What follows belongs to an exercise in optimizing a design on an open flow for small area, a short achievable clock period and few clock cycles; a production flow would make more cautious choices. Function was checked by simulation only, so behaviour that the tests miss may differ from the original.

==> flow/design.v (excerpt) <==
module fft(
	rst_n,
	clk,
	data1,
	fft_go,
	fft_done,
	fft_res
);
	input rst_n;
	input clk;
	input signed [7:0] data1;
	input fft_go;
	output reg fft_done;
	output reg [15:0] fft_res;
	localparam [8:0] OUT0 = 9'd255;              
	localparam [8:0] LAST = OUT0 + 9'd127;       
	reg        run;
	reg  [8:0] cnt;
	always @(posedge clk or negedge rst_n)
		if (!rst_n) begin
			run <= 1'b0;
			cnt <= 9'd0;
		end else if (fft_go) begin
			run <= 1'b1;
			cnt <= 9'd1;
		end else if (run) begin
			cnt <= cnt + 9'd1;
			if (cnt == LAST)
				run <= 1'b0;
		end
	always @(posedge clk)
		fft_done <= run & ~fft_go & (cnt >= OUT0 - 9'd1) & (cnt <= LAST - 9'd1);
	reg  bypA, bypB, bypC, modeA, modeB, modeC;
	reg  inj0, osel0, lo1, inj1, osel1, inj2, osel2;
	reg  [1:0] lo2;
	reg  inj3, osel3, inj4, osel4, inj5, osel5, inj6, osel6, sel6;
	reg  [5:0] tw3, tw4, tw5, tw6;
	wire [6:0] c7 = cnt[6:0];
	wire [6:0] pA = c7 - 7'd2;       
	wire [6:0] pB = c7 - 7'd65;
	wire [6:0] pC = c7 - 7'd95;
	wire [6:0] j0 = c7 - 7'd109, q0 = c7 - 7'd110;      
	wire [6:0] p1 = c7 - 7'd110, j1 = c7 - 7'd112, q1 = c7 - 7'd114;
	wire [6:0] p2 = c7 - 7'd114, j2 = c7 - 7'd117, q2 = c7 - 7'd121;
	wire [6:0] p3 = c7 - 7'd121, j3 = c7 - 7'd124, q3 = c7 - 7'd132;
	wire [6:0] p4 = c7 - 7'd132, j4 = c7 - 7'd135, q4 = c7 - 7'd151;
	wire [6:0] p5 = c7 - 7'd151, j5 = c7 - 7'd154, q5 = c7 - 7'd186;
	wire [6:0] p6 = c7 - 7'd186, j6 = c7 - 7'd189, q6 = c7 - 7'd253;
	always @(posedge clk) begin
		bypA <= pA[6] & ~pA[0];
		bypB <= pB[5] & ~pB[1];
		bypC <= pC[4] & ~pC[2];
		modeA <= cnt <= 9'd129;
		modeB <= cnt <= 9'd192;
		modeC <= cnt <= 9'd222;
		inj0 <= j0[0];  osel0 <= q0[0];
		lo1 <= p1[0];   inj1 <= j1[1];  osel1 <= q1[1];
		lo2 <= p2[1:0]; inj2 <= j2[2];  osel2 <= q2[2];
		tw3 <= {p3[2:0], 3'd0}; inj3 <= j3[3]; osel3 <= q3[3];
		tw4 <= {p4[3:0], 2'd0}; inj4 <= j4[4]; osel4 <= q4[4];
		tw5 <= {p5[4:0], 1'd0}; inj5 <= j5[5]; osel5 <= q5[5];
		tw6 <= p6[5:0];
		inj6 <= j6[6] & (cnt >= 9'd250);
		osel6 <= q6[6];
		sel6 <= cnt >= 9'd249;
	end
	function automatic [8:0] mul127(input [7:0] x);
		begin
			if (x == 8'h80)
				mul127 = 9'h181;                     
			else if (!x[7] && x != 8'd0)
  ...
For scale: roughly 3000 flip-flops, ~28 I/O pins, about 99000 sq um of cells after synthesis.
make LEC_CHECK=0 CAP_MARGIN=20 CORE_MARGIN=2 CORE_UTILIZATION=42 CTS_CLUSTER_DIAMETER=90 CTS_CLUSTER_SIZE=32 SETUP_SLACK_MARGIN=5.0 SLEW_MARGIN=20 finish   # period 8.0 ns
run.sh (not shown) runs the stock make flow with config.mk's settings and CLKGATE_MAP_FILE= SYNTH_SCRIPT=/design/flow/synth_recipe.tcl, a recipe that flattens the netlist after the stock synthesis.
Testbench counts at the start, summed over its fixed seeds: cycles 18,384.
Then changed:
CAP_MARGIN = 10   (was 20)
CORE_UTILIZATION = 40   (was 42)
CTS_CLUSTER_DIAMETER = 80   (was 90)
SLEW_MARGIN = 10   (was 20)
=>
- via count stays flat
- first-iteration DRC count rose by 5.0%
- core utilization fell by 2.3 points
- sequential share of layout area is about the same
- area after synthesis stays the same
- final area barely changes
- register-to-register slack stays flat
- die area rose by 5.0%
Then changed:
CAP_MARGIN = 20   (was 10)
CTS_CLUSTER_DIAMETER = 60   (was 80)
CTS_CLUSTER_SIZE = 30   (was 32)
SLEW_MARGIN = 20   (was 10)
After rerunning: Synthesized area stays the same; wire length barely changes; sequential cell count is unchanged; cell area rose by 1.5%; hold slack got worse by 0.011 ns; worst setup slack got worse by 0.012 ns; critical path depth stays the same; utilization came out higher by 0.64 points; global-route usage stays flat.

---

## onyx
fft again, from the RTL that the note above started with.
// fft
module fft(
	rst_n,
	clk,
	data1,
	fft_go,
	fft_done,
	fft_res
);
clock: 8.0 ns
lec_check: 0
cap_margin: 20
core_margin: 2
core_utilization: 40
cts_cluster_diameter: 80
cts_cluster_size: 32
setup_slack_margin: 5.0
slew_margin: 20
onyx: no failed stages, no open violations at the end
Testbench counts of onyx, summed over its fixed seeds: cycles 18,384.
Here is what was changed in the inputs of sierra compared with onyx.
Settings: PLACE_DENSITY: unset -> 0.62; CORE_UTILIZATION: 40 -> 48; CTS_CLUSTER_SIZE: 32 -> 30; CTS_CLUSTER_DIAMETER: 80 -> 60.
## What came out
Routed length on met1 of onyx is on par with sierra. | total vias in the final route | sierra vs onyx | worse |. There was hardly any difference in count of multi-input gates between onyx and sierra. Worst hold slack after final layout | sierra below onyx. onyx → sierra: post-route non-filler standard cell count lower; final design instance area without fill rose 1300 µm²; area used by multi-input combinational logic rose by about 0.5%.

-- separate check: timing with driven ports --
In the flow no input, the clock included, has a driving cell. The finished layouts below were timed again as built, in two steps. Step 1, drivers: a clkbuf_16 drives clk and a buf_2 each remaining input, both assumed. Step 2, shift: input delay + t, output delay - t, t = (earliest + latest rising clock arrival at the registers) / 2. This alone moves slack from input paths to output paths. Slacks: ideal / step 1 / step 2; pairs: ideal / step 1.
run | shift t [ns] | setup WS [ns] | worst hold slack (ns) | worst slew at a driven data input, ns | pins driven straight from the clock port
the first run of note 1 | 0.913 | 5.025 / 4.938 / 4.200 | 0.309 / 0.309 / 0.309 | 0.15 | 1
the second run of note 1 | 0.887 | 5.052 / 4.968 / 4.230 | 0.316 / 0.316 / 0.316 | 0.17 | 1
the third run of note 1 | 0.911 | 5.040 / 4.946 / 4.215 | 0.305 / 0.305 / 0.305 | 0.17 | 1
onyx | 0.888 | 5.066 / 4.980 / 4.237 | 0.313 / 0.313 / 0.313 | 0.16 | 1
sierra | 0.912 | 5.006 / 4.919 / 4.165 | 0.304 / 0.304 / 0.304 | 0.14 | 1
After both steps setup and hold are still met in every run listed. For sierra, which loses most, drivers alone change the setup slack by -0.087 ns; drivers and shift together by -0.841 ns.
